Background: an optimization exercise with open tools, aiming at small area. Do not read the settings as production practice. Where RTL was checked, it was by simulation tests only, not by an equivalence proof against the original. Only the layout flow was run in runs 1 to 4; the RTL was not checked for function there. No activity file was given, so power comes from the tool's default toggle rates.

==> flow/design.v <==
module gaussian_noise (Y, select, clk, Y_hat, noise_debug, reset, state);
input [31:0] Y;
input [2:0] select;
input reset;
input clk;
output [31:0] Y_hat, noise_debug;
output [2:0] state;
reg [31:0] g0;   
reg [31:0] g1;   
reg [31:0] g2;   
reg [31:0] g3;   
reg [31:0] g4;   
reg [31:0] g5;   
reg [37:0] ch;   
reg [31:1] ca1, ca2, cb1, cb2;   
wire h00 = ch[6] ^ ch[4] ^ ch[3] ^ ch[2];
wire h01 = ch[5] ^ ch[2];
wire h02 = ch[6] ^ ch[5] ^ ch[3] ^ ch[2];
wire h03 = ch[5] ^ ch[3] ^ ch[2] ^ ch[1] ^ ch[0];
wire h04 = ch[6] ^ ch[4] ^ ch[1];
wire [2:0] n0 = {2'b0,h00} + {2'b0,h01} + {2'b0,h02} + {2'b0,h03} + {2'b0,h04};
wire h10 = ch[6] ^ ch[3] ^ ch[2];
wire h11 = ch[5] ^ ch[4] ^ ch[3];
wire h12 = ch[6] ^ ch[5] ^ ch[3] ^ ch[2];
wire h13 = ch[6] ^ ch[5] ^ ch[4] ^ ch[1];
wire h14 = ch[6] ^ ch[1];
wire [2:0] n1 = {2'b0,h10} + {2'b0,h11} + {2'b0,h12} + {2'b0,h13} + {2'b0,h14};
always @(posedge clk or posedge reset) begin
  if (reset) begin
    g0 <= 32'h0f0f0f0f;
    g1 <= 32'h0fefbf0f;
    g2 <= 32'h0aefba0f;
    g3 <= 32'h0aef6a04;
    g4 <= 32'h0a2f6204;
    g5 <= 32'h112c6204;
    ch <= 38'h6d;
    ca1 <= 31'h00000006;
    ca2 <= 31'h00000008;
    cb1 <= 31'h00000013;
    cb2 <= 31'h00000008;
  end else begin
    g0 <= {g0[30:0], g0[31]^g0[21]^g0[1]^g0[0]};
    g1 <= {g1[30:0], g1[31]^g1[21]^g1[1]^g1[0]};
    g2 <= {g2[30:0], g2[31]^g2[21]^g2[1]^g2[0]};
    g3 <= {g3[30:0], g3[31]^g3[21]^g3[1]^g3[0]};
    g4 <= {g4[30:0], g4[31]^g4[21]^g4[1]^g4[0]};
    g5 <= {g5[30:0], g5[31]^g5[21]^g5[1]^g5[0]};
    ch <= {ch[36:0], ch[31]^ch[21]^ch[1]^ch[0]};
    ca1 <= {ca1[30:1], n0[1]};
    ca2 <= {ca2[30:1], n0[2]};
    cb1 <= {cb1[30:1], n1[1]};
    cb2 <= {cb2[30:1], n1[2]};
  end
end
wire [31:0] a1 = {ca1, n0[1]}, a2 = {ca2, n0[2]};
wire [31:0] b1 = {cb1, n1[1]}, b2 = {cb2, n1[2]};
wire [31:0] a0;
genvar ia;
generate for (ia = 0; ia < 32; ia = ia + 1) begin : para
  assign a0[ia] = ch[ia+6] ^ ch[ia+5] ^ ch[ia+3] ^ ch[ia+0];
end endgenerate
wire [31:0] b0;
genvar ib;
generate for (ib = 0; ib < 32; ib = ib + 1) begin : parb
  assign b0[ib] = ch[ib+5] ^ ch[ib+3];
end endgenerate
wire valid = ~(select[2] & select[1]);   
wire setb = select[2] | (select[1] & select[0]);   
wire [5:0] sel1h = {select == 3'd5, select == 3'd4, select == 3'd3, select == 3'd2, select == 3'd1, select == 3'd0};
wire [31:0] gs = ({32{sel1h[0]}} & g0) | ({32{sel1h[1]}} & g1) | ({32{sel1h[2]}} & g2) | ({32{sel1h[3]}} & g3) | ({32{sel1h[4]}} & g4) | ({32{sel1h[5]}} & g5);
wire [31:0] c0 = setb ? b0 : a0, c1 = setb ? b1 : a1, c2 = setb ? b2 : a2;
wire [31:0] v0 = c0;
wire [31:0] v1 = c1 ^ (gs & ~c0);
wire [31:0] v2 = c2 ^ (gs & ~(c1 & c0));
wire [31:0] ra = v0, rb = {v1[30:0], 1'b0}, rc = {v2[29:0], 2'b0};
wire [31:0] cs = ra ^ rb ^ rc;
wire [31:0] cc = (ra & rb) | (ra & rc) | (rb & rc);
wire [31:0] n_p = cs ^ {cc[30:0], 1'b0};
wire [31:0] n_g = cs & {cc[30:0], 1'b0};
wire n_G1 = n_g[0] | (n_p[0] & 1'b0);
wire n_P1 = n_p[0] & 1'b0;
wire n_G2 = n_g[2] | (n_p[2] & n_g[1]);
wire n_P2 = n_p[2] & n_p[1];
wire n_G3 = n_g[4] | (n_p[4] & n_g[3]);
wire n_P3 = n_p[4] & n_p[3];
wire n_G4 = n_g[6] | (n_p[6] & n_g[5]);
wire n_P4 = n_p[6] & n_p[5];
wire n_G5 = n_g[8] | (n_p[8] & n_g[7]);
wire n_P5 = n_p[8] & n_p[7];
wire n_G6 = n_g[10] | (n_p[10] & n_g[9]);
wire n_P6 = n_p[10] & n_p[9];
wire n_G7 = n_g[12] | (n_p[12] & n_g[11]);
wire n_P7 = n_p[12] & n_p[11];
wire n_G8 = n_g[14] | (n_p[14] & n_g[13]);
wire n_P8 = n_p[14] & n_p[13];
wire n_G9 = n_g[16] | (n_p[16] & n_g[15]);
wire n_P9 = n_p[16] & n_p[15];
wire n_G10 = n_g[18] | (n_p[18] & n_g[17]);
wire n_P10 = n_p[18] & n_p[17];
wire n_G11 = n_g[20] | (n_p[20] & n_g[19]);
wire n_P11 = n_p[20] & n_p[19];
wire n_G12 = n_g[22] | (n_p[22] & n_g[21]);
wire n_P12 = n_p[22] & n_p[21];
wire n_G13 = n_g[24] | (n_p[24] & n_g[23]);
wire n_P13 = n_p[24] & n_p[23];
wire n_G14 = n_g[26] | (n_p[26] & n_g[25]);
wire n_P14 = n_p[26] & n_p[25];
wire n_G15 = n_g[28] | (n_p[28] & n_g[27]);
wire n_P15 = n_p[28] & n_p[27];
wire n_G16 = n_g[30] | (n_p[30] & n_g[29]);
wire n_P16 = n_p[30] & n_p[29];
wire n_G17 = n_G2 | (n_P2 & n_G1);
wire n_P17 = n_P2 & n_P1;
wire n_G18 = n_G4 | (n_P4 & n_G3);
wire n_P18 = n_P4 & n_P3;
wire n_G19 = n_G6 | (n_P6 & n_G5);
wire n_P19 = n_P6 & n_P5;
wire n_G20 = n_G8 | (n_P8 & n_G7);
wire n_P20 = n_P8 & n_P7;
wire n_G21 = n_G10 | (n_P10 & n_G9);
wire n_P21 = n_P10 & n_P9;
wire n_G22 = n_G12 | (n_P12 & n_G11);
wire n_P22 = n_P12 & n_P11;
wire n_G23 = n_G14 | (n_P14 & n_G13);
wire n_P23 = n_P14 & n_P13;
wire n_G24 = n_G16 | (n_P16 & n_G15);
wire n_P24 = n_P16 & n_P15;
wire n_G25 = n_G18 | (n_P18 & n_G17);
wire n_P25 = n_P18 & n_P17;
wire n_G26 = n_G20 | (n_P20 & n_G19);
wire n_P26 = n_P20 & n_P19;
wire n_G27 = n_G22 | (n_P22 & n_G21);
wire n_P27 = n_P22 & n_P21;
wire n_G28 = n_G24 | (n_P24 & n_G23);
wire n_P28 = n_P24 & n_P23;
wire n_G29 = n_G26 | (n_P26 & n_G25);
wire n_P29 = n_P26 & n_P25;
wire n_G30 = n_G28 | (n_P28 & n_G27);
wire n_P30 = n_P28 & n_P27;
wire n_G31 = n_G30 | (n_P30 & n_G29);
wire n_P31 = n_P30 & n_P29;
wire n_G32 = n_G27 | (n_P27 & n_G29);
wire n_P32 = n_P27 & n_P29;
wire n_G33 = n_G19 | (n_P19 & n_G25);
wire n_P33 = n_P19 & n_P25;
wire n_G34 = n_G21 | (n_P21 & n_G29);
wire n_P34 = n_P21 & n_P29;
wire n_G35 = n_G23 | (n_P23 & n_G32);
wire n_P35 = n_P23 & n_P32;
wire n_G36 = n_G3 | (n_P3 & n_G17);
wire n_P36 = n_P3 & n_P17;
wire n_G37 = n_G5 | (n_P5 & n_G25);
wire n_P37 = n_P5 & n_P25;
wire n_G38 = n_G7 | (n_P7 & n_G33);
wire n_P38 = n_P7 & n_P33;
wire n_G39 = n_G9 | (n_P9 & n_G29);
wire n_P39 = n_P9 & n_P29;
wire n_G40 = n_G11 | (n_P11 & n_G34);
wire n_P40 = n_P11 & n_P34;
wire n_G41 = n_G13 | (n_P13 & n_G32);
wire n_P41 = n_P13 & n_P32;
wire n_G42 = n_G15 | (n_P15 & n_G35);
wire n_P42 = n_P15 & n_P35;
wire n_G43 = n_g[1] | (n_p[1] & n_G1);
wire n_P43 = n_p[1] & n_P1;
wire n_G44 = n_g[3] | (n_p[3] & n_G17);
wire n_P44 = n_p[3] & n_P17;
wire n_G45 = n_g[5] | (n_p[5] & n_G36);
wire n_P45 = n_p[5] & n_P36;
wire n_G46 = n_g[7] | (n_p[7] & n_G25);
wire n_P46 = n_p[7] & n_P25;
wire n_G47 = n_g[9] | (n_p[9] & n_G37);
wire n_P47 = n_p[9] & n_P37;
wire n_G48 = n_g[11] | (n_p[11] & n_G33);
wire n_P48 = n_p[11] & n_P33;
wire n_G49 = n_g[13] | (n_p[13] & n_G38);
wire n_P49 = n_p[13] & n_P38;
wire n_G50 = n_g[15] | (n_p[15] & n_G29);
wire n_P50 = n_p[15] & n_P29;
wire n_G51 = n_g[17] | (n_p[17] & n_G39);
wire n_P51 = n_p[17] & n_P39;
wire n_G52 = n_g[19] | (n_p[19] & n_G34);
wire n_P52 = n_p[19] & n_P34;
wire n_G53 = n_g[21] | (n_p[21] & n_G40);
wire n_P53 = n_p[21] & n_P40;
wire n_G54 = n_g[23] | (n_p[23] & n_G32);
wire n_P54 = n_p[23] & n_P32;
wire n_G55 = n_g[25] | (n_p[25] & n_G41);
wire n_P55 = n_p[25] & n_P41;
wire n_G56 = n_g[27] | (n_p[27] & n_G35);
wire n_P56 = n_p[27] & n_P35;
wire n_G57 = n_g[29] | (n_p[29] & n_G42);
wire n_P57 = n_p[29] & n_P42;
wire n_G58 = n_g[31] | (n_p[31] & n_G31);
wire n_P58 = n_p[31] & n_P31;
wire [31:0] n = n_p ^ {n_G31, n_G57, n_G42, n_G56, n_G35, n_G55, n_G41, n_G54, n_G32, n_G53, n_G40, n_G52, n_G34, n_G51, n_G39, n_G50, n_G29, n_G49, n_G38, n_G48, n_G33, n_G47, n_G37, n_G46, n_G25, n_G45, n_G36, n_G44, n_G17, n_G43, n_G1, 1'b0};
wire [31:0] ng = valid ? n : 32'd0;   
wire [31:0] ns = select[2] ? (select[0] ? ng : ng >> 2) : (select[1] ? (select[0] ? ng >> 4 : ng >> 6) : (select[0] ? ng >> 8 : ng >> 10));
wire [31:0] yh_p = Y ^ ns;
wire [31:0] yh_g = Y & ns;
wire yh_G1 = yh_g[0] | (yh_p[0] & 1'b0);
wire yh_P1 = yh_p[0] & 1'b0;
wire yh_G2 = yh_g[2] | (yh_p[2] & yh_g[1]);
wire yh_P2 = yh_p[2] & yh_p[1];
wire yh_G3 = yh_g[4] | (yh_p[4] & yh_g[3]);
wire yh_P3 = yh_p[4] & yh_p[3];
wire yh_G4 = yh_g[6] | (yh_p[6] & yh_g[5]);
wire yh_P4 = yh_p[6] & yh_p[5];
wire yh_G5 = yh_g[8] | (yh_p[8] & yh_g[7]);
wire yh_P5 = yh_p[8] & yh_p[7];
wire yh_G6 = yh_g[10] | (yh_p[10] & yh_g[9]);
wire yh_P6 = yh_p[10] & yh_p[9];
wire yh_G7 = yh_g[12] | (yh_p[12] & yh_g[11]);
wire yh_P7 = yh_p[12] & yh_p[11];
wire yh_G8 = yh_g[14] | (yh_p[14] & yh_g[13]);
wire yh_P8 = yh_p[14] & yh_p[13];
wire yh_G9 = yh_g[16] | (yh_p[16] & yh_g[15]);
wire yh_P9 = yh_p[16] & yh_p[15];
wire yh_G10 = yh_g[18] | (yh_p[18] & yh_g[17]);
wire yh_P10 = yh_p[18] & yh_p[17];
wire yh_G11 = yh_g[20] | (yh_p[20] & yh_g[19]);
wire yh_P11 = yh_p[20] & yh_p[19];
wire yh_G12 = yh_g[22] | (yh_p[22] & yh_g[21]);
wire yh_P12 = yh_p[22] & yh_p[21];
wire yh_G13 = yh_g[24] | (yh_p[24] & yh_g[23]);
wire yh_P13 = yh_p[24] & yh_p[23];
wire yh_G14 = yh_g[26] | (yh_p[26] & yh_g[25]);
wire yh_P14 = yh_p[26] & yh_p[25];
wire yh_G15 = yh_g[28] | (yh_p[28] & yh_g[27]);
wire yh_P15 = yh_p[28] & yh_p[27];
wire yh_G16 = yh_g[30] | (yh_p[30] & yh_g[29]);
wire yh_P16 = yh_p[30] & yh_p[29];
wire yh_G17 = yh_g[1] | (yh_p[1] & yh_G1);
wire yh_P17 = yh_p[1] & yh_P1;
wire yh_G18 = yh_G2 | (yh_P2 & yh_G1);
wire yh_P18 = yh_P2 & yh_P1;
wire yh_G19 = yh_g[5] | (yh_p[5] & yh_G3);
wire yh_P19 = yh_p[5] & yh_P3;
wire yh_G20 = yh_G4 | (yh_P4 & yh_G3);
wire yh_P20 = yh_P4 & yh_P3;
wire yh_G21 = yh_g[9] | (yh_p[9] & yh_G5);
wire yh_P21 = yh_p[9] & yh_P5;
wire yh_G22 = yh_G6 | (yh_P6 & yh_G5);
wire yh_P22 = yh_P6 & yh_P5;
wire yh_G23 = yh_g[13] | (yh_p[13] & yh_G7);
wire yh_P23 = yh_p[13] & yh_P7;
wire yh_G24 = yh_G8 | (yh_P8 & yh_G7);
wire yh_P24 = yh_P8 & yh_P7;
wire yh_G25 = yh_g[17] | (yh_p[17] & yh_G9);
wire yh_P25 = yh_p[17] & yh_P9;
wire yh_G26 = yh_G10 | (yh_P10 & yh_G9);
wire yh_P26 = yh_P10 & yh_P9;
wire yh_G27 = yh_g[21] | (yh_p[21] & yh_G11);
wire yh_P27 = yh_p[21] & yh_P11;
wire yh_G28 = yh_G12 | (yh_P12 & yh_G11);
wire yh_P28 = yh_P12 & yh_P11;
wire yh_G29 = yh_g[25] | (yh_p[25] & yh_G13);
wire yh_P29 = yh_p[25] & yh_P13;
wire yh_G30 = yh_G14 | (yh_P14 & yh_G13);
wire yh_P30 = yh_P14 & yh_P13;
wire yh_G31 = yh_g[29] | (yh_p[29] & yh_G15);
wire yh_P31 = yh_p[29] & yh_P15;
wire yh_G32 = yh_G16 | (yh_P16 & yh_G15);
wire yh_P32 = yh_P16 & yh_P15;
wire yh_G33 = yh_g[3] | (yh_p[3] & yh_G18);
wire yh_P33 = yh_p[3] & yh_P18;
wire yh_G34 = yh_G3 | (yh_P3 & yh_G18);
wire yh_P34 = yh_P3 & yh_P18;
wire yh_G35 = yh_G19 | (yh_P19 & yh_G18);
wire yh_P35 = yh_P19 & yh_P18;
wire yh_G36 = yh_G20 | (yh_P20 & yh_G18);
wire yh_P36 = yh_P20 & yh_P18;
wire yh_G37 = yh_g[11] | (yh_p[11] & yh_G22);
wire yh_P37 = yh_p[11] & yh_P22;
wire yh_G38 = yh_G7 | (yh_P7 & yh_G22);
wire yh_P38 = yh_P7 & yh_P22;
wire yh_G39 = yh_G23 | (yh_P23 & yh_G22);
wire yh_P39 = yh_P23 & yh_P22;
wire yh_G40 = yh_G24 | (yh_P24 & yh_G22);
wire yh_P40 = yh_P24 & yh_P22;
wire yh_G41 = yh_g[19] | (yh_p[19] & yh_G26);
wire yh_P41 = yh_p[19] & yh_P26;
wire yh_G42 = yh_G11 | (yh_P11 & yh_G26);
wire yh_P42 = yh_P11 & yh_P26;
wire yh_G43 = yh_G27 | (yh_P27 & yh_G26);
wire yh_P43 = yh_P27 & yh_P26;
wire yh_G44 = yh_G28 | (yh_P28 & yh_G26);
wire yh_P44 = yh_P28 & yh_P26;
wire yh_G45 = yh_g[27] | (yh_p[27] & yh_G30);
wire yh_P45 = yh_p[27] & yh_P30;
wire yh_G46 = yh_G15 | (yh_P15 & yh_G30);
wire yh_P46 = yh_P15 & yh_P30;
wire yh_G47 = yh_G31 | (yh_P31 & yh_G30);
wire yh_P47 = yh_P31 & yh_P30;
wire yh_G48 = yh_G32 | (yh_P32 & yh_G30);
wire yh_P48 = yh_P32 & yh_P30;
wire yh_G49 = yh_g[7] | (yh_p[7] & yh_G36);
wire yh_P49 = yh_p[7] & yh_P36;
wire yh_G50 = yh_G5 | (yh_P5 & yh_G36);
wire yh_P50 = yh_P5 & yh_P36;
wire yh_G51 = yh_G21 | (yh_P21 & yh_G36);
wire yh_P51 = yh_P21 & yh_P36;
wire yh_G52 = yh_G22 | (yh_P22 & yh_G36);
wire yh_P52 = yh_P22 & yh_P36;
wire yh_G53 = yh_G37 | (yh_P37 & yh_G36);
wire yh_P53 = yh_P37 & yh_P36;
wire yh_G54 = yh_G38 | (yh_P38 & yh_G36);
wire yh_P54 = yh_P38 & yh_P36;
wire yh_G55 = yh_G39 | (yh_P39 & yh_G36);
wire yh_P55 = yh_P39 & yh_P36;
wire yh_G56 = yh_G40 | (yh_P40 & yh_G36);
wire yh_P56 = yh_P40 & yh_P36;
wire yh_G57 = yh_g[23] | (yh_p[23] & yh_G44);
wire yh_P57 = yh_p[23] & yh_P44;
wire yh_G58 = yh_G13 | (yh_P13 & yh_G44);
wire yh_P58 = yh_P13 & yh_P44;
wire yh_G59 = yh_G29 | (yh_P29 & yh_G44);
wire yh_P59 = yh_P29 & yh_P44;
wire yh_G60 = yh_G30 | (yh_P30 & yh_G44);
wire yh_P60 = yh_P30 & yh_P44;
wire yh_G61 = yh_G45 | (yh_P45 & yh_G44);
wire yh_P61 = yh_P45 & yh_P44;
wire yh_G62 = yh_G46 | (yh_P46 & yh_G44);
wire yh_P62 = yh_P46 & yh_P44;
wire yh_G63 = yh_G47 | (yh_P47 & yh_G44);
wire yh_P63 = yh_P47 & yh_P44;
wire yh_G64 = yh_G48 | (yh_P48 & yh_G44);
wire yh_P64 = yh_P48 & yh_P44;
wire yh_G65 = yh_g[15] | (yh_p[15] & yh_G56);
wire yh_P65 = yh_p[15] & yh_P56;
wire yh_G66 = yh_G9 | (yh_P9 & yh_G56);
wire yh_P66 = yh_P9 & yh_P56;
wire yh_G67 = yh_G25 | (yh_P25 & yh_G56);
wire yh_P67 = yh_P25 & yh_P56;
wire yh_G68 = yh_G26 | (yh_P26 & yh_G56);
wire yh_P68 = yh_P26 & yh_P56;
wire yh_G69 = yh_G41 | (yh_P41 & yh_G56);
wire yh_P69 = yh_P41 & yh_P56;
wire yh_G70 = yh_G42 | (yh_P42 & yh_G56);
wire yh_P70 = yh_P42 & yh_P56;
wire yh_G71 = yh_G43 | (yh_P43 & yh_G56);
wire yh_P71 = yh_P43 & yh_P56;
wire yh_G72 = yh_G44 | (yh_P44 & yh_G56);
wire yh_P72 = yh_P44 & yh_P56;
wire yh_G73 = yh_G57 | (yh_P57 & yh_G56);
wire yh_P73 = yh_P57 & yh_P56;
wire yh_G74 = yh_G58 | (yh_P58 & yh_G56);
wire yh_P74 = yh_P58 & yh_P56;
wire yh_G75 = yh_G59 | (yh_P59 & yh_G56);
wire yh_P75 = yh_P59 & yh_P56;
wire yh_G76 = yh_G60 | (yh_P60 & yh_G56);
wire yh_P76 = yh_P60 & yh_P56;
wire yh_G77 = yh_G61 | (yh_P61 & yh_G56);
wire yh_P77 = yh_P61 & yh_P56;
wire yh_G78 = yh_G62 | (yh_P62 & yh_G56);
wire yh_P78 = yh_P62 & yh_P56;
wire yh_G79 = yh_G63 | (yh_P63 & yh_G56);
wire yh_P79 = yh_P63 & yh_P56;
wire yh_G80 = yh_G64 | (yh_P64 & yh_G56);
wire yh_P80 = yh_P64 & yh_P56;
wire yh_G81 = yh_g[31] | (yh_p[31] & yh_G80);
wire yh_P81 = yh_p[31] & yh_P80;
wire [31:0] yh = yh_p ^ {yh_G80, yh_G79, yh_G78, yh_G77, yh_G76, yh_G75, yh_G74, yh_G73, yh_G72, yh_G71, yh_G70, yh_G69, yh_G68, yh_G67, yh_G66, yh_G65, yh_G56, yh_G55, yh_G54, yh_G53, yh_G52, yh_G51, yh_G50, yh_G49, yh_G36, yh_G35, yh_G34, yh_G33, yh_G18, yh_G17, yh_G1, 1'b0};
assign Y_hat = yh;
assign noise_debug = ng;
assign state = select;
endmodule
==> flow/flow/run.sh <==
#!/bin/bash
# Standard ORFS layout, with the port buffers inserted as the smallest buffer cell.
# Each tool's full log is kept by ORFS under orfs/logs/; make's own output goes to flow_make.log.
set -euo pipefail
bash standard.sh BUFFER_PORTS_ARGS="-buffer_cell sky130_fd_sc_hd__buf_1" finish > flow_make.log 2>&1
==> flow/standard.sh <==
#!/bin/bash
# synth_recipe.tcl (not shown) runs the flow's synth.tcl, then flattens the netlist and writes it again
# the make line also repeats each setting of config.mk as NAME=value (left out here)
make -C /OpenROAD-flow-scripts/flow DESIGN_CONFIG=/design/flow/config.mk WORK_HOME=/design/flow/orfs CLKGATE_MAP_FILE= SYNTH_SCRIPT=/design/flow/synth_recipe.tcl "${@:-finish}"
==> flow/config.mk <==
export PLATFORM = sky130hd
export DESIGN_NAME = gaussian_noise
export DESIGN_NICKNAME = gaussian_noise
export VERILOG_FILES = /design/flow/design.v
export SDC_FILE = /design/flow/constraint.sdc
export NUM_CORES = 4
export LEC_CHECK = 0
export CAP_MARGIN = 20
export CORE_MARGIN = 2
export CORE_UTILIZATION = 40
export CTS_BUF_LIST = sky130_fd_sc_hd__clkbuf_8
export CTS_CLUSTER_DIAMETER = 60
export CTS_CLUSTER_SIZE = 16
export SLEW_MARGIN = 20
==> flow/constraint.sdc <==
create_clock -name core_clock -period 15.0 [get_ports {clk}]
set_input_delay 3.0000 -clock core_clock [delete_from_list [all_inputs] [get_ports {clk}]]
set_output_delay 3.0000 -clock core_clock [all_outputs]
set_load 0.01 [all_outputs]
==> results of run 1 <==
cell type report:
class	instances	area [sq um]
fillers	3944	23300
clock inverters	23	141
inverters	85	327
well taps	539	674
multi-input cells	950	7650
clock buffers	27	372
flip-flops and latches	348	8840
repair buffers	127	628
routing by layer:
layer  part of all wire  routed length [um]
met1               0.43               16600
met2               0.50               19100
met3              0.041                1580
met4              0.024                 921
met5                  0                   0
flip-flops by register name, indices dropped and copies added, names as in the netlist:
register	flops
g1	32
g0	32
ch	38
g3	32
ca1	30
cb2	29
cb1	30
g5	32
g2	32
g4	32
ca2	29
cells by family after synthesis:
group | synth area share
DFF | 0.519
AOI/OAI and AO/OA | 0.107
and+or+nand+nor | 0.0625
xor gates and xnor gates | 0.122
buffers and inverters | 0.0330
adders and majority gates | 0.105
muxes | 0.0511
layout by cell type, fill, tap and decap left out, types with 3 or more instances in the layout:
cell type and count:
o21bai_1 8, o21ai_0 49, a21oi_1 70, a21o_1 15, nor3_1 21, o221ai_1 3, and3_1 6, nor2b_1 5
buf_12 3, dfstp_2 102, and2_1 14, buf_4 20, mux2_2 7, nand2b_1 4, clkbuf_8 27, xnor2_1 170
nand2_1 84, nor2_1 55, xor2_1 61, nand4_1 6, dfrtp_1 246, a211oi_1 3, o21ai_1 3, inv_1 99
a22oi_1 89, nor2_2 3, mux2i_1 79, nand3_1 33, fa_1 49, ha_1 65, buf_1 100, a31oi_1 7
a31o_2 4, o211ai_1 5, o21a_1 6, clkbuf_2 3
power groups by stage:
stage               sequential, mW  combinational [mW]  clock, mW
floorplan                    0.956              0.0834          0
global placement             0.956               0.120          0
detailed placement           0.956               0.122          0
CTS                          0.939               0.122      0.517
global route                 0.939               0.136      0.555
finish                       0.939               0.122      0.497
worst min-delay path by stage:
stage	start	to	slack [ns]	cells past startpoint
after global placement	cb2[14]	cb2[15]	0.35	0
after global routing	g0[9]	g0[10]	0.36	0
after detailed placement	g1[11]	g1[12]	0.36	0
after floorplan	g3[30]	g3[31]	0.35	0
final	g1[9]	g1[10]	0.36	0
after CTS	g1[9]	g1[10]	0.35	0
through the flow:
stage	setup slack (ns)	cell area (sq um)	power [mW]	instances	utilization
after floorplan	1.95	17000	1.04	1442	-
after global placement	0.976	18100	1.08	2048	0.431
after detailed placement	0.848	18100	1.08	2048	0.431
after CTS	0.808	18600	1.58	2098	0.443
after global routing	0.187	18600	1.63	2099	0.444
final	0.795	18600	1.56	2099	0.444
==> summary.md, run 1 <==
| Metric | Value |
|---|---|
| Status | timing/DRC/antenna clean |
| Overflow after GRT | 0 |
| CTS Buf Count | 27 |
| All-Layer GR Usage | 0.179 |
| Max_cap viols | 0 |
| Period utilisation layout | 0.947 |
| Switching share of power | 0.249 |
| H-tree depth | 1 |
| Slew headroom | 0.355 |
| Slowest CP cell | and3_1 |
| Die Height | 210 um |
| Mapped Area | around 17000 sq um |
| DR iter-0 viols | just over 700 |
| # diodes | 0 |
| RSZ-0062 raised after global routing | false |
| Crit path max-delay family | compound AO/OA/AOI/OAI gates |
| Cell taking the most area after synthesis | dfrtp_1 |
| FMAX | 70.4 MHz |
| Switching Power | just under 0.4 mW |
| R2R depth | 8 |
| Met1 GRT Util | 0.235 |
| Yosys top cell area share | 0.362 |
| Internal Power | approximately 1.2 mW |
| Critical Path Start Type | primary input |
| Count leader, synth | dfrtp_1 |
| Synth Instances | between 1000 and 1500 |
| Clk_skew | approximately 0.019 ns |
| Sequential area share after synthesis | 0.519 |
| Clock Latency Late Sink | ~0.60 ns |
| CTS resizes | 0 |
| Initial core utilization | 0.406 |
| Number of synthesized flops with an enable pin | 0 |
| CTS Sinks | between 300 and 400 |
| Worst path depth | 34 |
| Worst Tran Pin Value | approximately 0.97 ns |
| Sequential power share | 0.603 |
| Routed Antenna Nets | 0 |
| Pleak | 8.84 nW |
| Min cycle time layout | roughly 14 ns |
| Vias | 10800 |
| Async SR Flop Fraction | 1.00 |
| Setup Total Neg Slack | 0 ns |
| Final hold vios | 0 |
| Vias in the first global route | between 10000 and 15000 |
| Slew Viols, Final | 0 |
| Logic pwr share | 0.078 |
| Root buffer cell | clkbuf_8 |
| Final Hold Slack | approximately 0.36 ns |
| Syn_area_per_cell | ~12 sq um |
| Initial antenna violation count | 0 |
| Final nets | 1690 |
| Core area | between 40000 and 50000 sq um |
| Arrival @ worst endpoint | between 10 and 15 ns |
| Critical-path maximum fanout | 10 |
| Critical Path RT | 12.00 ns |
| Synth cell types | 54 |
| Drt drc | 0 |
| First-pass iteration count of the detailed router | 8 |
| Syn_nets | 1593 |
| Yosys reg bits | approximately 350 |
| RR Startpoint | ch[2] |
| Clock tree from TritonCTS | done |
| Chip width | about 210 um |
| Worst setup path end | Y_hat[31] |
| Setup bufs post-CTS | 0 |
| IO buf count | between 100 and 150 |
| Worst r2r dst | cb1[0] |
| Critical Path Most Common Cell | o21ai_0 |
| Global placer's final weighted congestion | a little under 0.9 |
| Synth-to-layout area growth | 9.47% |
| Clock share of power | 0.319 |
| Peak VDD IR | between 0.05 and 0.06 mV |
| Crit path largest cell delay | about 0.69 ns |
| Reg2Reg Setup Slack | roughly 12 ns |
| Crit path buffers/inverters | 4 |
| Layer with the highest usage | met2 |
| Top_reg_cell synth | dfrtp_1 |
| Post-DP HPWL | roughly 29000 um |
| First-pass GRT wire length | around 62000 um |
| M2 GR Usage | 0.311 |
| CP Launch Point | select[2] |
| Largest net degree at the start of global routing | 210 |
| Commonest cells post-synth | 246 x dfrtp_1, 170 x xnor2_1, 102 x dfstp_2 |
| Final setup viols | 0 |
| Wire per inst | between 15 and 20 um |
| Crit Path Class | primary input to output pin |
| Met3 Use GR | 0.0268 |
| Via/cell ratio | around 5.1 |
| Clk slew on worst S/H paths | 0.10 ns |
| Yosys warnings | 1 |
| Num ports | approximately 100 |
| P per Cell Area | about 84 nW/um^2 |
| Top cells by area, synth | dfrtp_1 36%, dfstp_2 16%, xnor2_1 8.8% |
| CTS Hold Bufs | 0 |
| Share of cells above drive strength 1 | 0.119 |
| Setup crit end kind | output pin |
| Longest Clk Path Bufs | 3 |
| Min-Delay Path Class | flop to flop |
| Cell row count | 75 |
| Total Routed Length | between 30000 and 40000 um |
| Die Footprint | between 40000 and 50000 sq um |
==> run 2: changes to the inputs <==
--- a/flow/config.mk
+++ b/flow/config.mk
@@ -10,5 +10,5 @@
 export CORE_UTILIZATION = 40
-export CTS_BUF_LIST = sky130_fd_sc_hd__clkbuf_8
-export CTS_CLUSTER_DIAMETER = 60
-export CTS_CLUSTER_SIZE = 16
+export CTS_BUF_LIST = sky130_fd_sc_hd__clkbuf_16
+export CTS_CLUSTER_DIAMETER = 100
+export CTS_CLUSTER_SIZE = 30
 export SLEW_MARGIN = 20
==> run 2 against run 1 <==
Compared with the run above: register-to-register slack barely moved; sequential share of layout area is 0.22 points higher; clock power fell by 6.0%; still clean; highest routed layer unchanged; clock skew rose by 0.0025 ns; worst setup slack lost 0.0043 ns.
==> summary.md, run 2 <==
| Metric | Value |
|---|---|
| Status | timing/DRC/antenna clean (unchanged) |
| Final nets | 1678 (was 1690) |
| Die Height | 210 um (unchanged) |
| First-pass iteration count of the detailed router | 5 (was 8) |
| Num ports | 104 (unchanged) |
| Count leader, synth | dfrtp_1 (unchanged) |
| Crit Path Class | primary input to output pin (unchanged) |
| Top_reg_cell synth | dfrtp_1 (unchanged) |
| Worst r2r dst | cb1[0] (unchanged) |
| Placed insts | 2048 (unchanged) |
| Number of synthesized flops with an enable pin | 0 (unchanged) |
| Yosys reg bits | 348 (unchanged) |
| CTS Buf Count | 15 (was 27) |
| Commonest non-fill, non-tap cells in the layout | 246 x dfrtp_1, 170 x xnor2_1, 102 x dfstp_2 (unchanged) |
| CP Launch Point | select[1] (was select[2]) |
| Largest net degree at the start of global routing | 210 (unchanged) |
| Crit path buffers/inverters | 4 (unchanged) |
| Sequential area share after synthesis | 0.519 (unchanged) |
| Synth Instances | 1442 (unchanged) |
| Share of cells above drive strength 1 | 0.109 (was 0.119) |
| Multi-input logic area | 7650 sq um (unchanged) |
| Clk slew on worst S/H paths | 0.11 ns (was 0.10 ns) |
| Total Routed Length | 37900 um (was 38200 um) |
| Reg2Reg Setup Slack | 12.35 ns (was 12.36 ns) |
| # diodes | 0 (unchanged) |
| Setup crit end kind | output pin (unchanged) |
| Initial core utilization | 0.406 (unchanged) |
| Slew headroom | 0.356 (was 0.355) |
| Peak VDD IR | 0.0632 mV (was 0.0599 mV) |
| Vias | 10700 (was 10800) |
| Pleak | 8.76 nW (was 8.84 nW) |
| Cell row count | 75 (unchanged) |
| IO buf count | 103 (unchanged) |
| Worst path depth | 34 (unchanged) |
| Core area | 41900 sq um (unchanged) |
| Commonest cells post-synth | 246 x dfrtp_1, 170 x xnor2_1, 102 x dfstp_2 (unchanged) |
| DR iter-0 viols | 676 (was 721) |
| CTS Sinks | 348 (unchanged) |
| All-Layer GR Usage | 0.177 (was 0.179) |
| Chip width | 210 um (unchanged) |
| Syn_nets | 1593 (unchanged) |
| Clk_skew | 0.0219 ns (was 0.0194 ns) |
| Max_cap viols | 0 (unchanged) |
| Overflow after GRT | 0 (unchanged) |
| Longest Clk Path Bufs | 3 (unchanged) |
| Register area | 8840 sq um (unchanged) |
| Period utilisation layout | 0.947 (about the same) |
| Setup bufs post-CTS | 0 (unchanged) |
| Final setup viols | 0 (unchanged) |
| Hold depth | 0 (unchanged) |
| CTS Hold Bufs | 0 (unchanged) |
| Setup Total Neg Slack | 0 ns (unchanged) |
| Slowest CP cell | a21oi_4 (was and3_1) |
| Layout Cells excl Fill | 2074 (was 2099) |
| Largest register FFs | 38 (unchanged) |
| Post-DP HPWL | 29400 um (unchanged) |
| Yosys warnings | 1 (unchanged) |
| Drt drc | 0 (unchanged) |
| Cell taking the most area after synthesis | dfrtp_1 (unchanged) |
| Critical-path maximum fanout | 19 (was 10) |
| Syn_area_per_cell | 11.8 sq um (unchanged) |
| RR Startpoint | ch[2] (unchanged) |
| R2R depth | 8 (unchanged) |
| Initial antenna violation count | 0 (unchanged) |
| Min-Delay Path Class | flop to flop (unchanged) |
| Async SR Flop Fraction | 1.00 (unchanged) |
| RSZ-0062 raised after global routing | false (unchanged) |
| Global placer's final weighted congestion | 0.879 (unchanged) |
| Die Footprint | 44200 sq um (unchanged) |
| Routed Antenna Nets | 0 (unchanged) |
| Synth-to-layout area growth | 8.96% (was 9.47%) |
| Slew Viols, Final | 0 (unchanged) |
| Fin util | 0.442 (was 0.444) |
| First-pass GRT wire length | 61600 um (was 62200 um) |
| Most common cell after layout, fill and taps aside | dfrtp_1 (unchanged) |
| Critical Path RT | 12.00 ns (about the same) |
| Top cells by area, synth | dfrtp_1 36%, dfstp_2 16%, xnor2_1 8.8% (unchanged) |
| Mapped Area | 17000 sq um (unchanged) |
| H-tree depth | 1 (unchanged) |
| Clock Latency Late Sink | 0.51 ns (was 0.60 ns) |
| Vias in the first global route | 11400 (was 11600) |
| Crit path max-delay family | compound AO/OA/AOI/OAI gates (unchanged) |
| Critical Path Most Common Cell | o21ai_0 (unchanged) |
| Reg with most FFs | ch (unchanged) |
| Final hold vios | 0 (unchanged) |
| P per Cell Area | 82.4 nW/um^2 (was 83.6 nW/um^2) |
| Fillers | 3931 (was 3944) |
| Worst Tran Pin Value | 0.965 ns (was 0.968 ns) |
| Root buffer cell | clkbuf_16 (was clkbuf_8) |
| Clock tree from TritonCTS | done (unchanged) |
| Wire per inst | 18.3 um (was 18.2 um) |
| CTS resizes | 0 (unchanged) |
| Via/cell ratio | 5.16 (was 5.13) |
| Crit path largest cell delay | 0.52 ns (was 0.69 ns) |
| Arrival @ worst endpoint | 11.21 ns (about the same) |
| Min cycle time layout | 14.21 ns (about the same) |
| Critical Path Start Type | primary input (unchanged) |
| Synth cell types | 54 (unchanged) |
| FMAX | 70.4 MHz (about the same) |
| Worst setup path end | Y_hat[31] (unchanged) |
| Yosys top cell area share | 0.362 (unchanged) |
[run 2: cell counts after synthesis]
No cell type changed its count.
[run 2: worst min-delay path by stage]
stage            start      end
2_1_floorplan   g3[30]   g3[31]
3_3_place_gp   cb2[14]  cb2[15]
3_5_place_dp    g1[11]   g1[12]
4_1_cts         g1[24]   g1[25]
5_1_grt         g1[24]   g1[25]
6_report        g0[24]   g0[25]
[run 2: where the power goes]
part           switching, mW  internal [mW]  total [mW]
clock                  0.280          0.187       0.467
combinational         0.0826         0.0390       0.122
sequential                 0          0.939       0.939
[run 2: through the flow]
stage	hold slack, ns	power, mW	worst slack (ns)	cell area (sq um)
CTS	0.372	1.55	0.806	18500
finish	0.371	1.53	0.791	18500
global route	0.377	1.59	0.191	18500
global placement	0.354	1.08	0.976	18100
floorplan	0.347	1.04	1.95	17000
detailed placement	0.357	1.08	0.848	18100
[run 2: kinds of logic (layout without fill, tap and decap cells)]
group | after synthesis | count (layout) | synth area share
DFF | 348 | 348 | 0.519
AOI/OAI and AO/OA | 280 | 280 | 0.107
xor gates and xnor gates | 233 | 233 | 0.122
buffers and inverters | 144 | 237 | 0.0330
adders and majority gates | 114 | 114 | 0.105
and+or+nand+nor | 237 | 237 | 0.0625
muxes | 86 | 86 | 0.0511
[run 2: metal layers]
| layer | track usage | vias up | wire, um |
|---|---|---|---|
| met4 | 0.0362 | 0 | 755 |
| met2 | 0.313 | 155 | 19200 |
| li1 | - | 5073 | - |
| met3 | 0.0213 | 44 | 1190 |
| met1 | 0.234 | 5432 | 16800 |
| met5 | 0 | - | 0 |
[run 2: final cells by class]
cell class,count,area share
Clock buffer,15,0.0202
Clock inverter,10,0.00270
Inverter,85,0.0176
Multi-Input combinational cell,950,0.413
Sequential cell,348,0.477
Tap cell,539,0.0364
Timing Repair Buffer,127,0.0339
==> run 3: changes to the inputs <==
--- a/flow/config.mk
+++ b/flow/config.mk
@@ -12,3 +12,3 @@
 export CTS_CLUSTER_DIAMETER = 100
-export CTS_CLUSTER_SIZE = 30
+export CTS_CLUSTER_SIZE = 26
 export SLEW_MARGIN = 20
==> run 3 against run 2 <==
Compared with the run above: total power grew 1.9%; design area up 0.32%; synthesized cell count did not move; critical path depth stayed put; largest power group unchanged; highest routed layer unchanged; hold slack got worse by 0.011 ns; via count grew 0.71%.
==> summary.md, run 3 <==
| Metric | Value |
|---|---|
| First-pass GRT wire length | 61800 um (was 61600 um) |
| Core area | 41900 sq um (unchanged) |
| FMAX | 70.4 MHz (about the same) |
| Total Routed Length | 37900 um (about the same) |
| Switching share of power | 0.237 (about the same) |
| Root buffer cell | clkbuf_16 (unchanged) |
| RSZ-0062 raised after global routing | false (unchanged) |
| Final hold vios | 0 (unchanged) |
| Clk slew on worst S/H paths | 0.10 ns (was 0.11 ns) |
| Cell row count | 75 (unchanged) |
| Clock share of power | 0.319 (was 0.306) |
| Status | timing/DRC/antenna clean (unchanged) |
| Clock Latency Late Sink | 0.50 ns (was 0.51 ns) |
| H-tree depth | 1 (unchanged) |
| Min-Delay Path Class | flop to flop (unchanged) |
| DR iter-0 viols | 647 (was 676) |
| Critical Path Start Type | primary input (unchanged) |
| Max_cap viols | 0 (unchanged) |
| Top cells by area, synth | dfrtp_1 36%, dfstp_2 16%, xnor2_1 8.8% (unchanged) |
| Slew Viols, Final | 0 (unchanged) |
| Clk_skew | 0.0165 ns (was 0.0219 ns) |
| Critical Path Most Common Cell | o21ai_0 (unchanged) |
| Most common cell after layout, fill and taps aside | dfrtp_1 (unchanged) |
| Global placer's final weighted congestion | 0.879 (unchanged) |
| Final setup viols | 0 (unchanged) |
| Count leader, synth | dfrtp_1 (unchanged) |
| Num ports | 104 (unchanged) |
| Synth cell types | 54 (unchanged) |
| Synth Instances | 1442 (unchanged) |
| Commonest cells post-synth | 246 x dfrtp_1, 170 x xnor2_1, 102 x dfstp_2 (unchanged) |
| Final Hold Slack | 0.359 ns (was 0.371 ns) |
| Wire per inst | 18.2 um (was 18.3 um) |
| Setup bufs post-CTS | 0 (unchanged) |
| Vias in the first global route | 11500 (was 11400) |
| Final nets | 1680 (was 1678) |
| CTS Buf Count | 17 (was 15) |
| Yosys reg bits | 348 (unchanged) |
| Largest register FFs | 38 (unchanged) |
| Commonest non-fill, non-tap cells in the layout | 246 x dfrtp_1, 170 x xnor2_1, 102 x dfstp_2 (unchanged) |
| Syn_nets | 1593 (unchanged) |
| Yosys warnings | 1 (unchanged) |
| Pleak | 8.79 nW (was 8.76 nW) |
| Cell taking the most area after synthesis | dfrtp_1 (unchanged) |
| Placed insts | 2048 (unchanged) |
| Critical-path maximum fanout | 19 (unchanged) |
| Sequential area share after synthesis | 0.519 (unchanged) |
| Layout Cells excl Fill | 2078 (was 2074) |
| Syn_area_per_cell | 11.8 sq um (unchanged) |
| Slew headroom | 0.356 (about the same) |
| Period utilisation layout | 0.947 (about the same) |
| Setup crit end kind | output pin (unchanged) |
| Initial core utilization | 0.406 (unchanged) |
| Die Footprint | 44200 sq um (unchanged) |
| Clock tree from TritonCTS | done (unchanged) |
| Worst Tran Pin Value | 0.965 ns (about the same) |
| Top_reg_cell synth | dfrtp_1 (unchanged) |
| Peak VDD IR | 0.0609 mV (was 0.0632 mV) |
| Via/cell ratio | 5.19 (was 5.16) |
| Sequential power share | 0.603 (was 0.615) |
| Logic pwr share | 0.078 (was 0.080) |
| Share of cells above drive strength 1 | 0.110 (was 0.109) |
| Synth-to-layout area growth | 9.30% (was 8.96%) |
| Drt drc | 0 (unchanged) |
| Crit Path Class | primary input to output pin (unchanged) |
| Switching Power | 0.368 mW (was 0.362 mW) |
| Reg with most FFs | ch (unchanged) |
| # diodes | 0 (unchanged) |
| Longest Clk Path Bufs | 3 (unchanged) |
| Mapped Area | 17000 sq um (unchanged) |
| Yosys top cell area share | 0.362 (unchanged) |
| Overflow after GRT | 0 (unchanged) |
| IO buf count | 103 (unchanged) |
| Slowest CP cell | a21oi_4 (unchanged) |
| Routed Antenna Nets | 0 (unchanged) |
| Number of synthesized flops with an enable pin | 0 (unchanged) |
| Setup Total Neg Slack | 0 ns (unchanged) |
| First-pass iteration count of the detailed router | 5 (unchanged) |
| CTS Hold Bufs | 0 (unchanged) |
| Critical Path RT | 12.00 ns (about the same) |
| CTS resizes | 0 (unchanged) |
| Vias | 10800 (was 10700) |
| Post-DP HPWL | 29400 um (unchanged) |
| Crit path largest cell delay | 0.52 ns (about the same) |
| Chip width | 210 um (unchanged) |
| Arrival @ worst endpoint | 11.21 ns (about the same) |
| Internal Power | 1.19 mW (was 1.17 mW) |
| Largest net degree at the start of global routing | 210 (unchanged) |
| Min cycle time layout | 14.21 ns (about the same) |
| CTS Sinks | 348 (unchanged) |
| Die Height | 210 um (unchanged) |
| All-Layer GR Usage | 0.178 (was 0.177) |
| Initial antenna violation count | 0 (unchanged) |
| P per Cell Area | 83.8 nW/um^2 (was 82.4 nW/um^2) |
| Async SR Flop Fraction | 1.00 (unchanged) |
## run 3: path summary, 6_finish.rpt
| check | start | end | slack (ns) | cells after the start |
|---|---|---|---|---|
| worst max-delay path | select[1] | Y_hat[31] | 0.79 | 34 |
| worst min-delay path | g0[16] | g0[17] | 0.36 | 0 |
| worst max register to register | ch[3] | cb1[0] | 12.35 | 8 |
| worst min register to register | g0[16] | g0[17] | 0.36 | 0 |
| max in group asynchronous | reset | ca2[22] | 10.73 | 4 |
| min in group asynchronous | reset | g3[5] | 2.71 | 2 |
## run 3: logic make-up (layout without fill, tap and decap cells)
| kind of cell | Yosys count | after routing | synth area share |
|---|---|---|---|
| buffers and inverters | 144 | 241 | 0.0330 |
| muxes | 86 | 86 | 0.0511 |
| adders and majority gates | 114 | 114 | 0.105 |
| DFF | 348 | 348 | 0.519 |
| AOI/OAI and AO/OA | 280 | 280 | 0.107 |
| xor gates and xnor gates | 233 | 233 | 0.122 |
| and+or+nand+nor | 237 | 237 | 0.0625 |
## run 3: cell type report
class	count	area [sq um]
clock buffers	17	425
clock inverters	12	58.8
fillers	3918	23300
inverters	85	327
multi-input cells	950	7650
flip-flops and latches	348	8840
well taps	539	674
repair buffers	127	628
## run 3: metrics by stage
stage,instance area (sq um),util,setup WS (ns),total power [mW]
2_1_floorplan,17000,-,1.95,1.04
3_3_place_gp,18100,0.431,0.976,1.08
3_5_place_dp,18100,0.431,0.848,1.08
4_1_cts,18600,0.443,0.808,1.58
5_1_grt,18600,0.443,0.193,1.63
6_report,18600,0.443,0.788,1.56
## run 3: power groups by stage
stage	combinational (mW)	clock (mW)	sequential, mW
floorplan	0.0834	0	0.956
global placement	0.120	0	0.956
detailed placement	0.122	0	0.956
CTS	0.122	0.515	0.939
global route	0.136	0.553	0.939
finish	0.121	0.497	0.939
## run 3: metal layers
| metal | part of all wire | routed length (um) | up-vias | track usage |
|---|---|---|---|---|
| met1 | 0.44 | 16600 | 5456 | 0.234 |
| li1 | - | - | 5085 | - |
| met5 | 0 | 0 | - | 0 |
| met3 | 0.037 | 1400 | 50 | 0.0228 |
| met2 | 0.50 | 19100 | 189 | 0.314 |
| met4 | 0.021 | 780 | 0 | 0.0360 |
## run 3: worst max-delay path: cells and delay by family
family                   cells  cell delay [ns]
AO/OA/AOI/OAI               18             4.05
buffers and inverters        4             0.71
XOR/XNOR                     4             1.24
AND/OR/NAND/NOR              3             0.32
multiplexers                 1             0.30
adder cells (fa/ha/maj)      4             1.52
==> run 4: changes to the inputs <==
--- a/flow/config.mk
+++ b/flow/config.mk
@@ -11,4 +11,4 @@
 export CTS_BUF_LIST = sky130_fd_sc_hd__clkbuf_16
-export CTS_CLUSTER_DIAMETER = 100
-export CTS_CLUSTER_SIZE = 26
+export CTS_CLUSTER_DIAMETER = 80
+export CTS_CLUSTER_SIZE = 28
 export SLEW_MARGIN = 20
==> run 4 against run 3 <==
Compared with the run above: wire length grew 0.21%; core utilization is 0.092 points higher; die area did not move; non-clock buffer count is the same; register-to-register slack about the same; design area increased by 0.21%; hold slack improved by 0.00055 ns; critical endpoint unchanged; largest power group unchanged.
==> summary.md, run 4 <==
| Metric | Value |
|---|---|
| Core area | 41900 sq um (unchanged) |
| Number of synthesized flops with an enable pin | 0 (unchanged) |
| Wire per inst | 18.3 um (was 18.2 um) |
| Yosys warnings | 1 (unchanged) |
| Critical Path RT | 12.00 ns (about the same) |
| Setup Total Neg Slack | 0 ns (unchanged) |
| Synth cell types | 54 (unchanged) |
| Crit path largest cell delay | 0.52 ns (about the same) |
| Cell row count | 75 (unchanged) |
| Crit path max-delay family | compound AO/OA/AOI/OAI gates (unchanged) |
| Total power | 1.59 mW (was 1.56 mW) |
| Top cells by area, synth | dfrtp_1 36%, dfstp_2 16%, xnor2_1 8.8% (unchanged) |
| Clock tree from TritonCTS | done (unchanged) |
| Sequential power share | 0.592 (was 0.603) |
| CTS Buf Count | 17 (unchanged) |
| Layout Cells excl Fill | 2078 (unchanged) |
| Switching Power | 0.382 mW (was 0.368 mW) |
| Multi-input logic area | 7650 sq um (unchanged) |
| Root buffer cell | clkbuf_16 (unchanged) |
| First-pass GRT wire length | 61900 um (was 61800 um) |
| Largest register FFs | 38 (unchanged) |
| Final hold vios | 0 (unchanged) |
| Syn_nets | 1593 (unchanged) |
| Reg with most FFs | ch (unchanged) |
| Fillers | 3919 (was 3918) |
| FMAX | 70.2 MHz (was 70.4 MHz) |
| Die Footprint | 44200 sq um (unchanged) |
| DR iter-0 viols | 724 (was 647) |
| Clock share of power | 0.332 (was 0.319) |
| Clk_skew | 0.0180 ns (was 0.0165 ns) |
| Yosys reg bits | 348 (unchanged) |
| Setup bufs post-CTS | 0 (unchanged) |
| P per Cell Area | 85.2 nW/um^2 (was 83.8 nW/um^2) |
| Num ports | 104 (unchanged) |
| Synth-to-layout area growth | 9.53% (was 9.30%) |
| Global placer's final weighted congestion | 0.879 (unchanged) |
| CTS Sinks | 348 (unchanged) |
| Pleak | 8.80 nW (was 8.79 nW) |
| Largest net degree at the start of global routing | 210 (unchanged) |
| H-tree depth | 1 (unchanged) |
| Total Routed Length | 38000 um (was 37900 um) |
| Peak VDD IR | 0.0710 mV (was 0.0609 mV) |
| Die Height | 210 um (unchanged) |
| Vias in the first global route | 11500 (about the same) |
| Vias | 10700 (was 10800) |
| Async SR Flop Fraction | 1.00 (unchanged) |
| Via/cell ratio | 5.17 (was 5.19) |
| Critical-path maximum fanout | 19 (unchanged) |
| Placed insts | 2048 (unchanged) |
| # diodes | 0 (unchanged) |
| Mapped Area | 17000 sq um (unchanged) |
| Share of cells above drive strength 1 | 0.112 (was 0.110) |
| Clk slew on worst S/H paths | 0.10 ns (about the same) |
| Critical Path Most Common Cell | o21ai_0 (unchanged) |
| Clock Latency Late Sink | 0.51 ns (was 0.50 ns) |
| Top_reg_cell synth | dfrtp_1 (unchanged) |
| Min-Delay Path Class | flop to flop (unchanged) |
| Sequential area share after synthesis | 0.519 (unchanged) |
| Slew Viols, Final | 0 (unchanged) |
| Yosys top cell area share | 0.362 (unchanged) |
| Commonest cells post-synth | 246 x dfrtp_1, 170 x xnor2_1, 102 x dfstp_2 (unchanged) |
| Most common cell after layout, fill and taps aside | dfrtp_1 (unchanged) |
| Slew headroom | 0.344 (was 0.356) |
| Longest Clk Path Bufs | 3 (unchanged) |
| Crit Path Class | primary input to output pin (unchanged) |
| Post-DP HPWL | 29400 um (unchanged) |
| Setup crit end kind | output pin (unchanged) |
| Switching share of power | 0.241 (was 0.237) |
| Chip width | 210 um (unchanged) |
| Register area | 8840 sq um (unchanged) |
| Initial antenna violation count | 0 (unchanged) |
| Initial core utilization | 0.406 (unchanged) |
| Crit path buffers/inverters | 4 (unchanged) |
| Arrival @ worst endpoint | 11.25 ns (was 11.21 ns) |
| Pre-CTS setup slack | 0.848 ns (unchanged) |
| Internal Power | 1.20 mW (was 1.19 mW) |
| Fin util | 0.444 (was 0.443) |
| Max_cap viols | 0 (unchanged) |
| Routed Antenna Nets | 0 (unchanged) |
| Overflow after GRT | 0 (unchanged) |
| CTS Hold Bufs | 0 (unchanged) |
| Cell taking the most area after synthesis | dfrtp_1 (unchanged) |
| All-Layer GR Usage | 0.178 (about the same) |
| Status | timing/DRC/antenna clean (unchanged) |
| IO buf count | 103 (unchanged) |
| Critical Path Start Type | primary input (unchanged) |
| Commonest non-fill, non-tap cells in the layout | 246 x dfrtp_1, 170 x xnor2_1, 102 x dfstp_2 (unchanged) |
| First-pass iteration count of the detailed router | 5 (unchanged) |
| Count leader, synth | dfrtp_1 (unchanged) |
| Syn_area_per_cell | 11.8 sq um (unchanged) |
| Synth Instances | 1442 (unchanged) |
| Min cycle time layout | 14.25 ns (was 14.21 ns) |
| Logic pwr share | 0.077 (was 0.078) |
| Final setup viols | 0 (unchanged) |
| Slowest CP cell | a21oi_4 (unchanged) |
| Drt drc | 0 (unchanged) |
| Worst Tran Pin Value | 0.984 ns (was 0.965 ns) |
| Final Worst Setup Slack | 0.752 ns (was 0.788 ns) |
| CTS resizes | 0 (unchanged) |
| RSZ-0062 raised after global routing | false (unchanged) |
| Period utilisation layout | 0.950 (was 0.947) |
| Final nets | 1680 (unchanged) |
-- run 4: changes by cell type in the layout (fill, tap and decap cells not counted) --
| cell | before | now |
|---|---|---|
| clkbuf_16 | 17 | 18 |
| clkinv_8 | 1 | 0 |
| inv_1 | 93 | 90 |
| inv_16 | 0 | 1 |
| clkinv_2 | 1 | 0 |
| inv_6 | 0 | 3 |
-- run 4: cells by family after synthesis --
logic type	count (synthesis)	share of synthesized area
flops	348	0.519
compound gates	280	0.107
simple gates	237	0.0625
xor+xnor	233	0.122
buf+inv	144	0.0330
fa+ha+maj	114	0.105
mux	86	0.0511
-- run 4: stage by stage --
| stage | instance area, sq um | hold WS [ns] |
|---|---|---|
| floorplan | 17000 | 0.347 |
| global placement | 18100 | 0.354 |
| detailed placement | 18100 | 0.357 |
| CTS | 18600 | 0.361 |
| global route | 18600 | 0.360 |
| finish | 18600 | 0.360 |
-- run 4: layout make-up --
class                   instances  area share
flip-flops and latches        348       0.474
multi-input cells             950       0.410
well taps                     539      0.0362
repair buffers                127      0.0337
clock buffers                  18      0.0242
inverters                      85      0.0175
clock inverters                11     0.00389
-- run 4: final timing paths --
check | startpoint | end | slack (ns) | cells after the start
max in group asynchronous | reset | ca2[28] | 10.77 | 4
setup reg to reg | ch[3] | cb1[0] | 12.35 | 8
min in group asynchronous | reset | g4[3] | 2.68 | 2
hold reg to reg | g0[10] | g0[11] | 0.36 | 0
hold / removal | g0[10] | g0[11] | 0.36 | 0
setup / recovery | select[1] | Y_hat[31] | 0.75 | 34
-- run 4: power by group through the flow --
stage               clock network, mW  logic, mW  registers [mW]
floorplan                           0     0.0834           0.956
global placement                    0      0.120           0.956
detailed placement                  0      0.122           0.956
CTS                             0.547      0.122           0.939
global route                    0.583      0.136           0.939
finish                          0.527      0.122           0.939
-- run 4: routing by layer --
metal | wire length, um | up-vias | GRT usage
met3 | 1240 | 52 | 0.0232
met4 | 867 | 0 | 0.0404
li1 | - | 5079 | -
met1 | 16700 | 5453 | 0.235
met2 | 19100 | 161 | 0.312
met5 | 0 | - | 0
-- run 4: worst register-to-register path, cell delays in order (launching register included) --
cell and delay [ns]:
dfstp_2 0.59, xnor2_1 0.24, xor2_1 0.30, xor2_1 0.25, fa_1 0.44, inv_1 0.06
ha_1 0.22, a21o_1 0.16, ha_1 0.31
==> run 5: changes to the inputs <==
--- a/flow/design.v
+++ b/flow/design.v
@@ -70,3 +70,4 @@
 wire [31:0] gs = ({32{sel1h[0]}} & g0) | ({32{sel1h[1]}} & g1) | ({32{sel1h[2]}} & g2) | ({32{sel1h[3]}} & g3) | ({32{sel1h[4]}} & g4) | ({32{sel1h[5]}} & g5);
-wire [31:0] c0 = setb ? b0 : a0, c1 = setb ? b1 : a1, c2 = setb ? b2 : a2;
+wire [31:0] c0 = setb ? b0 : a0;
+wire [31:0] c1 = setb ? b1 : a1, c2 = setb ? b2 : a2;
 wire [31:0] v0 = c0;
--- a/flow/config.mk
+++ b/flow/config.mk
@@ -10,5 +10,5 @@
 export CORE_UTILIZATION = 40
-export CTS_BUF_LIST = sky130_fd_sc_hd__clkbuf_16
-export CTS_CLUSTER_DIAMETER = 80
-export CTS_CLUSTER_SIZE = 28
+export CTS_BUF_LIST = sky130_fd_sc_hd__clkbuf_8
+export CTS_CLUSTER_DIAMETER = 60
+export CTS_CLUSTER_SIZE = 16
 export SLEW_MARGIN = 20
==> run 5 against run 4 <==
Compared with the run above: still clean; worst setup slack better by 0.043 ns; clock-buffer cell count is 9 higher; total power is 1.9% lower; global-route usage is 0.11 points higher; register-to-register slack hardly changed; wire length is 0.50% higher; clock power is 5.7% lower; core utilization hardly changed; critical path depth stayed put; design area hardly changed; flip-flop and latch count stayed put; critical endpoint unchanged.
==> summary.md, run 5 <==
| Metric | Value |
|---|---|
| Status | timing/DRC/antenna clean (unchanged) |
| Slew headroom | 0.355 (was 0.344) |
| Clock Latency Late Sink | 0.60 ns (was 0.51 ns) |
| Initial antenna violation count | 0 (unchanged) |
| Slew Viols, Final | 0 (unchanged) |
| FMAX | 70.4 MHz (was 70.2 MHz) |
| Initial core utilization | 0.406 (unchanged) |
| Overflow after GRT | 0 (unchanged) |
| Arrival @ worst endpoint | 11.21 ns (was 11.25 ns) |
| Setup crit end kind | output pin (unchanged) |
| Final nets | 1690 (was 1680) |
| Hold depth | 0 (unchanged) |
| Synth cell types | 54 (unchanged) |
| Mapped Area | 17000 sq um (unchanged) |
| Critical-path maximum fanout | 10 (was 19) |
| Max_cap viols | 0 (unchanged) |
| Synth Instances | 1442 (unchanged) |
| Via/cell ratio | 5.13 (was 5.17) |
| IO buf count | 103 (unchanged) |
| P per Cell Area | 83.6 nW/um^2 (was 85.2 nW/um^2) |
| Top cells by area, synth | dfrtp_1 36%, dfstp_2 16%, xnor2_1 8.8% (unchanged) |
| Register area | 8840 sq um (unchanged) |
| R2R depth | 8 (unchanged) |
| Wire per inst | 18.2 um (was 18.3 um) |
| Longest Clk Path Bufs | 3 (unchanged) |
| Total Routed Length | 38200 um (was 38000 um) |
| Num ports | 104 (unchanged) |
| Drt drc | 0 (unchanged) |
| Reg with most FFs | ch (unchanged) |
| RSZ-0062 raised after global routing | false (unchanged) |
| Yosys reg bits | 348 (unchanged) |
| Min-Delay Path Class | flop to flop (unchanged) |
| Largest register FFs | 38 (unchanged) |
| Setup bufs post-CTS | 0 (unchanged) |
| CTS Buf Count | 27 (was 17) |
| Synth-to-layout area growth | 9.47% (was 9.53%) |
| Yosys top cell area share | 0.362 (unchanged) |
| Period utilisation layout | 0.947 (was 0.950) |
| All-Layer GR Usage | 0.179 (was 0.178) |
| Peak VDD IR | 0.0599 mV (was 0.0710 mV) |
| First-pass iteration count of the detailed router | 8 (was 5) |
| CTS Sinks | 348 (unchanged) |
| Largest net degree at the start of global routing | 210 (unchanged) |
| Critical Path RT | 12.00 ns (about the same) |
| Multi-input logic area | 7650 sq um (unchanged) |
| Yosys warnings | 1 (unchanged) |
| Number of synthesized flops with an enable pin | 0 (unchanged) |
| Setup Total Neg Slack | 0 ns (unchanged) |
| Die Footprint | 44200 sq um (unchanged) |
| Final hold vios | 0 (unchanged) |
| H-tree depth | 1 (unchanged) |
| Vias | 10800 (was 10700) |
| Crit path largest cell delay | 0.69 ns (was 0.52 ns) |
| DR iter-0 viols | 721 (was 724) |
| Top_reg_cell synth | dfrtp_1 (unchanged) |
| Syn_area_per_cell | 11.8 sq um (unchanged) |
| Async SR Flop Fraction | 1.00 (unchanged) |
| Routed Antenna Nets | 0 (unchanged) |
| Vias in the first global route | 11600 (was 11500) |
| First-pass GRT wire length | 62200 um (was 61900 um) |
| Count leader, synth | dfrtp_1 (unchanged) |
| Reg2Reg Setup Slack | 12.36 ns (was 12.35 ns) |
| Commonest non-fill, non-tap cells in the layout | 246 x dfrtp_1, 170 x xnor2_1, 102 x dfstp_2 (unchanged) |
| Clk slew on worst S/H paths | 0.10 ns (about the same) |
| Root buffer cell | clkbuf_8 (was clkbuf_16) |
| # diodes | 0 (unchanged) |
| Fin util | 0.444 (about the same) |
| Sequential area share after synthesis | 0.519 (unchanged) |
| Die Height | 210 um (unchanged) |
| Post-DP HPWL | 29400 um (unchanged) |
| Syn_nets | 1593 (unchanged) |
| Clk_skew | 0.0194 ns (was 0.0180 ns) |
| CTS Hold Bufs | 0 (unchanged) |
| Chip width | 210 um (unchanged) |
| Min cycle time layout | 14.21 ns (was 14.25 ns) |
| Core area | 41900 sq um (unchanged) |
| Share of cells above drive strength 1 | 0.119 (was 0.112) |
| Cell row count | 75 (unchanged) |
| Total power | 1.56 mW (was 1.59 mW) |
| CTS resizes | 0 (unchanged) |
| Cell taking the most area after synthesis | dfrtp_1 (unchanged) |
| Critical Path Start Type | primary input (unchanged) |
| Crit Path Class | primary input to output pin (unchanged) |
| Final Hold Slack | 0.362 ns (was 0.360 ns) |
| Critical Path Most Common Cell | o21ai_0 (unchanged) |
| Global placer's final weighted congestion | 0.879 (unchanged) |
| Commonest cells post-synth | 246 x dfrtp_1, 170 x xnor2_1, 102 x dfstp_2 (unchanged) |
| Most common cell after layout, fill and taps aside | dfrtp_1 (unchanged) |
| Fillers | 3944 (was 3919) |
| Pleak | 8.84 nW (was 8.80 nW) |
| Worst Tran Pin Value | 0.968 ns (was 0.984 ns) |
| Slowest CP cell | and3_1 (was a21oi_4) |
| Final setup viols | 0 (unchanged) |
| Clock tree from TritonCTS | done (unchanged) |
==> run 5: cell counts after synthesis <==
Identical to the previous run, type by type.
==> run 5: through the flow <==
| stage | setup WS [ns] | area (sq um) | cells |
|---|---|---|---|
| 2_1_floorplan | 1.95 | 17000 | 1442 |
| 3_3_place_gp | 0.976 | 18100 | 2048 |
| 3_5_place_dp | 0.848 | 18100 | 2048 |
| 4_1_cts | 0.808 | 18600 | 2098 |
| 5_1_grt | 0.187 | 18600 | 2099 |
| 6_report | 0.795 | 18600 | 2099 |
==> run 5: final cells by class <==
cell class,instances,share of cell area
multi-input cells,950,0.411
flip-flops and latches,348,0.474
repair buffers,127,0.0337
clock buffers,27,0.0200
clock inverters,23,0.00759
well taps,539,0.0362
inverters,85,0.0175
==> run 5: path summary, 6_finish.rpt <==
path	from	to
setup / recovery	select[2]	Y_hat[31]
hold / removal	g1[9]	g1[10]
setup reg to reg	ch[2]	cb1[0]
hold reg to reg	g1[9]	g1[10]
max in group asynchronous	reset	cb2[25]
min in group asynchronous	reset	g4[5]
==> run 5: cells by family (layout without fill, tap and decap cells) <==
family | count (synthesis) | after routing | synth area share
adders and majority gates | 114 | 114 | 0.105
and+or+nand+nor | 237 | 237 | 0.0625
xor gates and xnor gates | 233 | 233 | 0.122
muxes | 86 | 86 | 0.0511
AOI/OAI and AO/OA | 280 | 280 | 0.107
buffers and inverters | 144 | 262 | 0.0330
DFF | 348 | 348 | 0.519
==> run 5: layer usage <==
metal	global-route usage	up-vias	share of wire
met5	0	-	0
met4	0.0438	0	0.024
met3	0.0268	54	0.041
met2	0.311	182	0.50
met1	0.235	5424	0.43
li1	-	5103	-
==> run 5: power breakdown <==
part	switching, mW	internal (mW)	total, mW
combinational	0.0826	0.0391	0.122
sequential	0	0.939	0.939
clock	0.305	0.191	0.497
==> run 5: critical path, delay by kind of cell <==
family          cells  cell delay [ns]
compound gates     18             3.53
xor+xnor            3             0.78
fa+ha+maj           4             1.68
buf+inv             4             0.73
mux                 1             0.30
simple gates        4             1.14

re-timing with driven ports:
In the flow no input, the clock included, has a driving cell. The finished layouts below were timed again as built, in two steps.
Step 1, drivers: a clkbuf_16 drives clk and a buf_2 each remaining input, both assumed.
Step 2 also shifts input and output timing later by t, the mid clock arrival at the registers, as if the neighbouring blocks saw the same clock.
Slacks: ideal / step 1 / step 2; pairs: ideal / step 1.
run | t (ns) | setup slack, ns | hold slack, ns | worst slew at a driven data input, ns | cell pins on the clock port's net
run 1 | 0.637 | 0.795 / 0.773 / 0.773 | 0.362 / 0.362 / 0.362 | 0.04 | 1
run 2 | 0.549 | 0.791 / 0.769 / 0.769 | 0.371 / 0.371 / 0.371 | 0.04 | 1
run 3 | 0.550 | 0.788 / 0.766 / 0.766 | 0.359 / 0.359 / 0.359 | 0.04 | 1
run 4 | 0.554 | 0.752 / 0.730 / 0.730 | 0.360 / 0.360 / 0.360 | 0.04 | 1
run 5 | 0.637 | 0.795 / 0.773 / 0.773 | 0.362 / 0.362 / 0.362 | 0.04 | 1
After both steps setup and hold are still met in every run listed.
